This design comes from an exercise in tuning for small area on the open sky130 flow, not from production work.
Only simulation tests tie the RTL to the original design; equivalence was not proved.

Design main, start of the top module:
module main(clk, rst, ena, state_0, cells);
parameter N = 16;
input wire clk;
input wire rst;
input wire ena;
input wire [N*N-1:0] state_0;
output logic [N*N-1:0] cells;
logic [N*N-1:0] p0, p1, t0, t1;
logic [N*N-1:0] n0, kk, w0, w1;
logic [N*N-1:0] nxt;
logic ld, n_st, hd;
assign ld = rst;
assign n_st = rst | ~ena;
assign hd = ~rst & ~ena;
genvar x, y;
generate
  for (y = 0; y < N; y = y + 1) begin : g_row
    for (x = 0; x < N; x = x + 1) begin : g_col
      localparam int I = N*y + x;
      if (y == 0) begin : g_top
        assign p0[I] = cells[I+N];
        assign p1[I] = 1'b0;
        half_adder vt (.a(cells[I+N]), .b(cells[I]), .sum(t0[I]), .c_out(t1[I]));
      end else if (y == N-1) begin : g_bot
        assign p0[I] = cells[I-N];
        assign p1[I] = 1'b0;
        half_adder vt (.a(cells[I-N]), .b(cells[I]), .sum(t0[I]), .c_out(t1[I]));
      end else begin : g_mid
        half_adder vp (.a(cells[I-N]), .b(cells[I+N]), .sum(p0[I]), .c_out(p1[I]));
        gate_xor2 vt0 (.a(p0[I]), .b(cells[I]), .y(t0[I]));
        gate_a21o vt1 (.a1(p0[I]), .a2(cells[I]), .b1(p1[I]), .y(t1[I]));
      end
      if (x == 0) begin : g_left
        half_adder h0 (.a(t0[I+1]), .b(p0[I]), .sum(n0[I]), .c_out(kk[I]));
        if (y == 0 || y == N-1) begin : g_corner
          assign w0[I] = t1[I+1];
          assign w1[I] = 1'b0;
        end else begin : g_edge
          half_adder h1 (.a(t1[I+1]), .b(p1[I]), .sum(w0[I]), .c_out(w1[I]));
        end
  ...
export LEC_CHECK = 0
export CAP_MARGIN = 20
export CORE_MARGIN = 2
export CORE_UTILIZATION = 45
export PLACE_DENSITY = 0.6
export SLEW_MARGIN = 20
export SYNTH_HIERARCHICAL = 1
create_clock -name core_clock -period 5.0 [get_ports {clk}]
standard.sh (not shown) runs the stock make flow with config.mk's settings and CLKGATE_MAP_FILE= SYNTH_SCRIPT=/design/flow/synth_recipe.tcl, a recipe that flattens the netlist after the stock synthesis.
==> flow/flow/run.sh <==
#!/bin/bash
# Own flow: the standard layout, with three changes:
#  - after synthesis, every combinational cell gets its smallest drive strength
#    (flow/downsize.tcl); the resizer repairs slew, capacitance and timing later;
#  - the port buffers are sky130_fd_sc_hd__buf_1;
#  - clock tree synthesis without dummy loads.
set -euo pipefail
here=$(pwd)
bash standard.sh \
  "POST_SYNTH_TCL=$here/flow/downsize.tcl" \
  "BUFFER_PORTS_ARGS=-buffer_cell sky130_fd_sc_hd__buf_1" \
  "CTS_ARGS=-sink_clustering_enable -repair_clock_nets -dont_use_dummy_load -buf_list sky130_fd_sc_hd__clkbuf_4 -sink_clustering_size 10 -sink_clustering_max_diameter 50" \
  finish > "$here/standard_flow.log" 2>&1
==> flow/flow/downsize.tcl <==
# Post-synthesis hook: give every combinational cell the smallest drive
# strength of its function (the resizer repairs slew and timing later).
# Sequential cells keep the cell the standard synthesis gave them.
set db [ord::get_db]
set block [ord::get_db_block]
set n 0
foreach inst [$block getInsts] {
  set m [$inst getMaster]
  set name [$m getName]
  if { ![regexp {^(sky130_fd_sc_hd__[a-z0-9]+)_([0-9]+)$} $name -> base drive] } { continue }
  if { [regexp {^sky130_fd_sc_hd__(df|edf|sdf|sedf|dl|clkbuf|conb|tap|fill|decap)} $base] } { continue }
  set best $m
  set best_area [expr { [$m getWidth] * [$m getHeight] }]
  foreach d {0 1 2} {
    set cand [$db findMaster "${base}_$d"]
    if { $cand eq "NULL" || $cand eq "" } { continue }
    set a [expr { [$cand getWidth] * [$cand getHeight] }]
    if { $a < $best_area } { set best $cand; set best_area $a }
  }
  if { $best ne $m } {
    $inst swapMaster $best
    incr n
  }
}
puts "downsize: $n cells given a smaller drive strength"
Change:
--- a/flow/flow/run.sh
+++ b/flow/flow/run.sh
@@ -11,3 +11,3 @@
   "BUFFER_PORTS_ARGS=-buffer_cell sky130_fd_sc_hd__buf_1" \
-  "CTS_ARGS=-sink_clustering_enable -repair_clock_nets -dont_use_dummy_load -buf_list sky130_fd_sc_hd__clkbuf_4 -sink_clustering_size 10 -sink_clustering_max_diameter 50" \
+  "CTS_ARGS=-sink_clustering_enable -repair_clock_nets -dont_use_dummy_load -buf_list sky130_fd_sc_hd__clkbuf_4 -sink_clustering_size 8 -sink_clustering_max_diameter 40" \
   finish > "$here/standard_flow.log" 2>&1
--- a/flow/config.mk
+++ b/flow/config.mk
@@ -9,4 +9,4 @@
 export CORE_MARGIN = 2
-export CORE_UTILIZATION = 45
-export PLACE_DENSITY = 0.6
+export CORE_UTILIZATION = 65
+export PLACE_DENSITY = 0.75
 export SLEW_MARGIN = 20
After rerunning: Wire length is lower by a few percent. Utilization rose by 23 points. Worst setup slack gains 45 ps. Die area shrinks by a quarter to a third.
Change:
--- a/flow/flow/run.sh
+++ b/flow/flow/run.sh
@@ -11,3 +11,3 @@
   "BUFFER_PORTS_ARGS=-buffer_cell sky130_fd_sc_hd__buf_1" \
-  "CTS_ARGS=-sink_clustering_enable -repair_clock_nets -dont_use_dummy_load -buf_list sky130_fd_sc_hd__clkbuf_4 -sink_clustering_size 8 -sink_clustering_max_diameter 40" \
+  "CTS_ARGS=-sink_clustering_enable -repair_clock_nets -dont_use_dummy_load" \
   finish > "$here/standard_flow.log" 2>&1
--- a/flow/config.mk
+++ b/flow/config.mk
@@ -9,4 +9,4 @@
 export CORE_MARGIN = 2
-export CORE_UTILIZATION = 65
-export PLACE_DENSITY = 0.75
+export CORE_UTILIZATION = 45
+export PLACE_DENSITY = 0.6
 export SLEW_MARGIN = 20
=> Via count went down by a few percent; maximum frequency rose by a few percent; core utilization goes down by 22 points; sequential cell count is unchanged; final area rises by a few percent; first-iteration DRC count is lower by about a fifth; wire length climbs by a few percent; clock-buffer cell count drops by 30; global-route usage falls by 9.3 points; worst setup slack is better by 100 ps.
Change:
--- a/flow/flow/run.sh
+++ b/flow/flow/run.sh
@@ -11,3 +11,3 @@
   "BUFFER_PORTS_ARGS=-buffer_cell sky130_fd_sc_hd__buf_1" \
-  "CTS_ARGS=-sink_clustering_enable -repair_clock_nets -dont_use_dummy_load" \
+  "CTS_ARGS=-sink_clustering_enable -repair_clock_nets -dont_use_dummy_load -buf_list sky130_fd_sc_hd__clkbuf_4 -sink_clustering_size 8 -sink_clustering_max_diameter 40" \
   finish > "$here/standard_flow.log" 2>&1
--- a/flow/config.mk
+++ b/flow/config.mk
@@ -7,7 +7,7 @@
 export LEC_CHECK = 0
-export CAP_MARGIN = 20
+export CAP_MARGIN = 0
 export CORE_MARGIN = 2
-export CORE_UTILIZATION = 45
-export PLACE_DENSITY = 0.6
-export SLEW_MARGIN = 20
+export CORE_UTILIZATION = 60
+export PLACE_DENSITY = 0.7
+export SLEW_MARGIN = 0
 export SYNTH_HIERARCHICAL = 1
The changed run went through all stages and came out clean.
Worst hold slack gets worse by 280 ps.
Final area went down by 2.3%.
Clock skew went up by 62 ps.
Final cell count went down by 5.1%.
Sequential share of layout area went up by 0.37 points.
Utilization went up by 16 points.
Global-route usage went up by 6.9 points.
Worst setup slack gets worse by 230 ps.
Change:
--- a/flow/flow/run.sh
+++ b/flow/flow/run.sh
@@ -11,3 +11,3 @@
   "BUFFER_PORTS_ARGS=-buffer_cell sky130_fd_sc_hd__buf_1" \
-  "CTS_ARGS=-sink_clustering_enable -repair_clock_nets -dont_use_dummy_load -buf_list sky130_fd_sc_hd__clkbuf_4 -sink_clustering_size 8 -sink_clustering_max_diameter 40" \
+  "CTS_ARGS=-sink_clustering_enable -repair_clock_nets -dont_use_dummy_load -buf_list sky130_fd_sc_hd__clkbuf_8 -sink_clustering_size 12 -sink_clustering_max_diameter 50" \
   finish > "$here/standard_flow.log" 2>&1
--- a/flow/config.mk
+++ b/flow/config.mk
@@ -7,7 +7,7 @@
 export LEC_CHECK = 0
-export CAP_MARGIN = 0
+export CAP_MARGIN = 20
 export CORE_MARGIN = 2
-export CORE_UTILIZATION = 60
-export PLACE_DENSITY = 0.7
-export SLEW_MARGIN = 0
+export CORE_UTILIZATION = 45
+export PLACE_DENSITY = 0.6
+export SLEW_MARGIN = 20
 export SYNTH_HIERARCHICAL = 1
Outcome: Cell area increases by 1.8%; worst hold slack improved by 240 ps; die area increases by 33%; utilization decreases by 16 points; wire length increases by 6.2%; synthesized area stays the same; count of clock-buffer cells in the layout decreases by 5; worst setup slack improved by 290 ps.
Change:
--- a/flow/flow/run.sh
+++ b/flow/flow/run.sh
@@ -11,3 +11,3 @@
   "BUFFER_PORTS_ARGS=-buffer_cell sky130_fd_sc_hd__buf_1" \
-  "CTS_ARGS=-sink_clustering_enable -repair_clock_nets -dont_use_dummy_load -buf_list sky130_fd_sc_hd__clkbuf_8 -sink_clustering_size 12 -sink_clustering_max_diameter 50" \
+  "CTS_ARGS=-sink_clustering_enable -repair_clock_nets -dont_use_dummy_load -buf_list sky130_fd_sc_hd__clkbuf_4 -sink_clustering_size 8 -sink_clustering_max_diameter 40" \
   finish > "$here/standard_flow.log" 2>&1
Effect: The changed run completed without violations; core utilization drops by 0.32 points; critical path depth does not change; die area does not change; setup slack loses 97 ps; design area came out lower by about 0.6%; via count barely changes; global-route usage hardly moves; fmax came out lower by about 3.8%.

* * *

Another version of the RTL of main (not shown whole).
Size: ~2500 cells after synthesis.
export LEC_CHECK = 0
export CAP_MARGIN = 0
export CORE_MARGIN = 2
export CORE_UTILIZATION = 60
export PLACE_DENSITY = 0.7
export SLEW_MARGIN = 0
export SYNTH_HIERARCHICAL = 1
create_clock -name core_clock -period 5.0 [get_ports {clk}]
==> flow/flow/run.sh <==
#!/bin/bash
# Own flow: the standard layout, with three changes:
#  - after synthesis, every combinational cell gets its smallest drive strength
#    (flow/downsize.tcl); the resizer repairs slew, capacitance and timing later;
#  - the port buffers are sky130_fd_sc_hd__buf_1;
#  - clock tree synthesis without dummy loads.
set -euo pipefail
here=$(pwd)
bash standard.sh \
  "POST_SYNTH_TCL=$here/flow/downsize.tcl" \
  "BUFFER_PORTS_ARGS=-buffer_cell sky130_fd_sc_hd__buf_1" \
  "CTS_ARGS=-sink_clustering_enable -repair_clock_nets -dont_use_dummy_load -buf_list sky130_fd_sc_hd__clkbuf_4 -sink_clustering_size 8 -sink_clustering_max_diameter 40" \
  finish > "$here/standard_flow.log" 2>&1
Scripts as last shown in full above: flow/flow/downsize.tcl
Next try:
- CAP_MARGIN: 0 -> 20
- CORE_UTILIZATION: 60 -> 45
- PLACE_DENSITY: 0.7 -> 0.6
- SLEW_MARGIN: 0 -> 20
What happened: Count of clock-buffer cells in the layout climbs by 7; synthesized cell count does not change; setup slack improves by 0.32 ns; cell area is higher by 1.1%.
Next try:
--- a/flow/flow/run.sh
+++ b/flow/flow/run.sh
@@ -11,3 +11,3 @@
   "BUFFER_PORTS_ARGS=-buffer_cell sky130_fd_sc_hd__buf_1" \
-  "CTS_ARGS=-sink_clustering_enable -repair_clock_nets -dont_use_dummy_load -buf_list sky130_fd_sc_hd__clkbuf_4 -sink_clustering_size 8 -sink_clustering_max_diameter 40" \
+  "CTS_ARGS=-sink_clustering_enable -repair_clock_nets -dont_use_dummy_load -buf_list sky130_fd_sc_hd__clkbuf_4 -sink_clustering_size 10 -sink_clustering_max_diameter 50" \
   finish > "$here/standard_flow.log" 2>&1
- CAP_MARGIN: 20 -> 0
- CORE_UTILIZATION: 45 -> 60
- PLACE_DENSITY: 0.6 -> 0.7
- SLEW_MARGIN: 20 -> 0
Result: Setup slack got worse by 0.25 ns. Area after synthesis stays the same.
Next try:
--- a/flow/flow/run.sh
+++ b/flow/flow/run.sh
@@ -11,3 +11,3 @@
   "BUFFER_PORTS_ARGS=-buffer_cell sky130_fd_sc_hd__buf_1" \
-  "CTS_ARGS=-sink_clustering_enable -repair_clock_nets -dont_use_dummy_load -buf_list sky130_fd_sc_hd__clkbuf_4 -sink_clustering_size 10 -sink_clustering_max_diameter 50" \
+  "CTS_ARGS=-sink_clustering_enable -repair_clock_nets -dont_use_dummy_load -buf_list sky130_fd_sc_hd__clkbuf_4 -sink_clustering_size 8 -sink_clustering_max_diameter 40" \
   finish > "$here/standard_flow.log" 2>&1
- CORE_UTILIZATION: 60 -> 70
- PLACE_DENSITY: 0.7 -> 0.8
What happened:
- global-route usage came out higher by 5.4 points
- via count came out higher by a few percent
- sequential cell count does not change
- fmax came out higher by a few percent
- core utilization came out higher by 11 points

* * *

main:
Another version of the RTL of main (not shown whole).
Size: roughly 2600 cells after synthesis.
clock: 5.0 ns
lec_check: 0
cap_margin: 20
core_margin: 2
core_utilization: 45
place_density: 0.6
slew_margin: 20
synth_hierarchical: 1
==> flow/flow/run.sh <==
#!/bin/bash
# Own flow: the standard layout, with three changes:
#  - after synthesis, every combinational cell gets its smallest drive strength
#    (flow/downsize.tcl); the resizer repairs slew, capacitance and timing later;
#  - the port buffers are sky130_fd_sc_hd__buf_1;
#  - clock tree synthesis without dummy loads.
set -euo pipefail
here=$(pwd)
bash standard.sh \
  "POST_SYNTH_TCL=$here/flow/downsize.tcl" \
  "BUFFER_PORTS_ARGS=-buffer_cell sky130_fd_sc_hd__buf_1" \
  "CTS_ARGS=-sink_clustering_enable -repair_clock_nets -dont_use_dummy_load" \
  finish > "$here/standard_flow.log" 2>&1
Scripts as last shown in full above: flow/flow/downsize.tcl
What the feature branch does differently from main at the input level:
==> flow/run.sh (new file) <==
#!/bin/bash
# synth_recipe.tcl (not shown) runs the flow's synth.tcl, then flattens the netlist and writes it again
# the make line also repeats each setting of config.mk as NAME=value (left out here)
make -C /OpenROAD-flow-scripts/flow DESIGN_CONFIG=/design/flow/config.mk WORK_HOME=/design/flow/orfs CLKGATE_MAP_FILE= SYNTH_SCRIPT=/design/flow/synth_recipe.tcl finish
removed: flow/flow/run.sh
removed: flow/flow/downsize.tcl
removed: flow/standard.sh
A worst setup path startpoint of cells[144]$_DFF_P_ is what the feature branch shows, while cells[110]$_DFF_P_ belongs to main.
First-iteration DRC count came out lower on the feature branch than on main.
The feature branch vs main — count of plain and timing-repair buffers in the layout rose 2.
Taking the feature branch as 1.0, main lands at 0.80 on area of all placed cells without fillers.
Min ratio of final minimum period to clock period across main and the feature branch: main
Comparing sum of routed wire segments on met1 for main and the feature branch, the bigger number came from the feature branch.
Changes observed in the feature branch relative to main: area of the multi-input gates higher, least setup slack across all paths after layout saw a decrease, average wire per cell in the routed design climbed about 5.5%, combined global-route utilization of all metal layers -1.6 points.

* * *

RTL: one of the versions met above, not the one the previous note started from.
Size in the first run: roughly 520 I/O pins.
Settings: LEC_CHECK=0, CAP_MARGIN=20, CORE_MARGIN=2, CORE_UTILIZATION=45, PLACE_DENSITY=0.6, SLEW_MARGIN=20, SYNTH_HIERARCHICAL=1; clock period 5.0 ns.
==> flow/flow/run.sh <==
#!/bin/bash
# Own flow: the standard layout, with three changes:
#  - after synthesis, every combinational cell gets its smallest drive strength
#    (flow/downsize.tcl); the resizer repairs slew, capacitance and timing later;
#  - the port buffers are sky130_fd_sc_hd__buf_1;
#  - clock tree synthesis without dummy loads.
set -euo pipefail
here=$(pwd)
bash standard.sh \
  "POST_SYNTH_TCL=$here/flow/downsize.tcl" \
  "BUFFER_PORTS_ARGS=-buffer_cell sky130_fd_sc_hd__buf_1" \
  "CTS_ARGS=-sink_clustering_enable -repair_clock_nets -dont_use_dummy_load -buf_list sky130_fd_sc_hd__clkbuf_2 -sink_clustering_size 6 -sink_clustering_max_diameter 30" \
  finish > "$here/standard_flow.log" 2>&1
==> flow/flow/downsize.tcl <==
# Post-synthesis hook: give every combinational cell the smallest drive
# strength of its function (the resizer repairs slew and timing later).
# Sequential cells keep the cell the standard synthesis gave them.
set db [ord::get_db]
set block [ord::get_db_block]
set n 0
foreach inst [$block getInsts] {
  set m [$inst getMaster]
  set name [$m getName]
  if { ![regexp {^(sky130_fd_sc_hd__[a-z0-9]+)_([0-9]+)$} $name -> base drive] } { continue }
  if { [regexp {^sky130_fd_sc_hd__(df|edf|sdf|sedf|dl|clkbuf|conb|tap|fill|decap)} $base] } { continue }
  set best $m
  set best_area [expr { [$m getWidth] * [$m getHeight] }]
  foreach d {0 1 2} {
    set cand [$db findMaster "${base}_$d"]
    if { $cand eq "NULL" || $cand eq "" } { continue }
    set a [expr { [$cand getWidth] * [$cand getHeight] }]
    if { $a < $best_area } { set best $cand; set best_area $a }
  }
  if { $best ne $m } {
    $inst swapMaster $best
    incr n
  }
}
puts "downsize: $n cells given a smaller drive strength"
The first run completed without violations.
Change:
--- a/flow/flow/run.sh
+++ b/flow/flow/run.sh
@@ -11,3 +11,3 @@
   "BUFFER_PORTS_ARGS=-buffer_cell sky130_fd_sc_hd__buf_1" \
-  "CTS_ARGS=-sink_clustering_enable -repair_clock_nets -dont_use_dummy_load -buf_list sky130_fd_sc_hd__clkbuf_2 -sink_clustering_size 6 -sink_clustering_max_diameter 30" \
+  "CTS_ARGS=-sink_clustering_enable -repair_clock_nets -dont_use_dummy_load -buf_list sky130_fd_sc_hd__clkbuf_4 -sink_clustering_size 10 -sink_clustering_max_diameter 40" \
   finish > "$here/standard_flow.log" 2>&1
Settings changed: CORE_UTILIZATION 45 to 60, PLACE_DENSITY 0.6 to 0.7.
Result:
- cell area is lower by 4.1%
- wire length is lower by 6.5%
- flip-flop and latch count does not change
- hold slack gains 0.14 ns
- first-iteration DRC count rose by 0.60%
- core utilization grows by 15 points
- via count shrinks by 1.8%
Change:
--- a/flow/flow/run.sh
+++ b/flow/flow/run.sh
@@ -11,3 +11,3 @@
   "BUFFER_PORTS_ARGS=-buffer_cell sky130_fd_sc_hd__buf_1" \
-  "CTS_ARGS=-sink_clustering_enable -repair_clock_nets -dont_use_dummy_load -buf_list sky130_fd_sc_hd__clkbuf_4 -sink_clustering_size 10 -sink_clustering_max_diameter 40" \
+  "CTS_ARGS=-sink_clustering_enable -repair_clock_nets -dont_use_dummy_load -buf_list sky130_fd_sc_hd__clkbuf_4 -sink_clustering_size 12 -sink_clustering_max_diameter 35" \
   finish > "$here/standard_flow.log" 2>&1
Settings changed: CORE_UTILIZATION 60 to 45, PLACE_DENSITY 0.7 to 0.6.
Outcome: Wire length climbs by a few percent; die area is higher by a quarter to a third; utilization came out lower by 17 points.

re-timing with driven ports:
In the flow no input, the clock included, has a driving cell. The finished layouts below were timed again as built, in two steps.
Step 1 sets driving cells, clkbuf_16 on the clock port and buf_2 on the other inputs (assumed; they add their load-dependent delay and slew).
Step 2 also shifts input and output timing later by t, the mid clock arrival at the registers, as if the neighbouring blocks saw the same clock.
Slacks: ideal ports / drivers / drivers and shift; pairs: ideal ports / drivers.
run | t (ns) | setup slack, ns | worst setup path at the end
the first run of note 1 | 0.864 | 2.309 / 2.249 / 1.886 | input to register
the second run of note 1 | 0.823 | 2.354 / 2.296 / 1.632 | input to register
the third run of note 1 | 0.613 | 2.453 / 2.494 / 1.881 | input to register
the fourth run of note 1 | 0.907 | 2.226 / 2.167 / 1.848 | input to register
the fifth run of note 1 | 0.693 | 2.518 / 2.458 / 1.887 | input to register
the sixth run of note 1 | 0.825 | 2.420 / 2.363 / 1.878 | input to register
the first run of note 2 | 0.847 | 2.073 / 2.106 / 1.259 | input to register
the second run of note 2 | 0.850 | 2.394 / 2.335 / 1.875 | input to register
the third run of note 2 | 0.875 | 2.144 / 2.180 / 1.305 | input to register
the fourth run of note 2 | 0.893 | 2.259 / 2.204 / 1.679 | input to register
main | 0.619 | 2.439 / 2.373 / 1.984 | input to register
the feature branch | 0.641 | 2.007 / 1.936 / 1.702 | input to register
the first run of note 4 | 1.115 | 2.113 / 2.057 / 1.836 | input to register
the second run of note 4 | 0.907 | 2.226 / 2.167 / 1.848 | input to register
the third run of note 4 | 0.855 | 2.367 / 2.309 / 1.860 | input to register
After both steps every run listed still meets setup and hold. For the third run of note 2, which loses most, drivers alone change the setup slack by +0.036 ns; drivers and shift together by -0.839 ns.
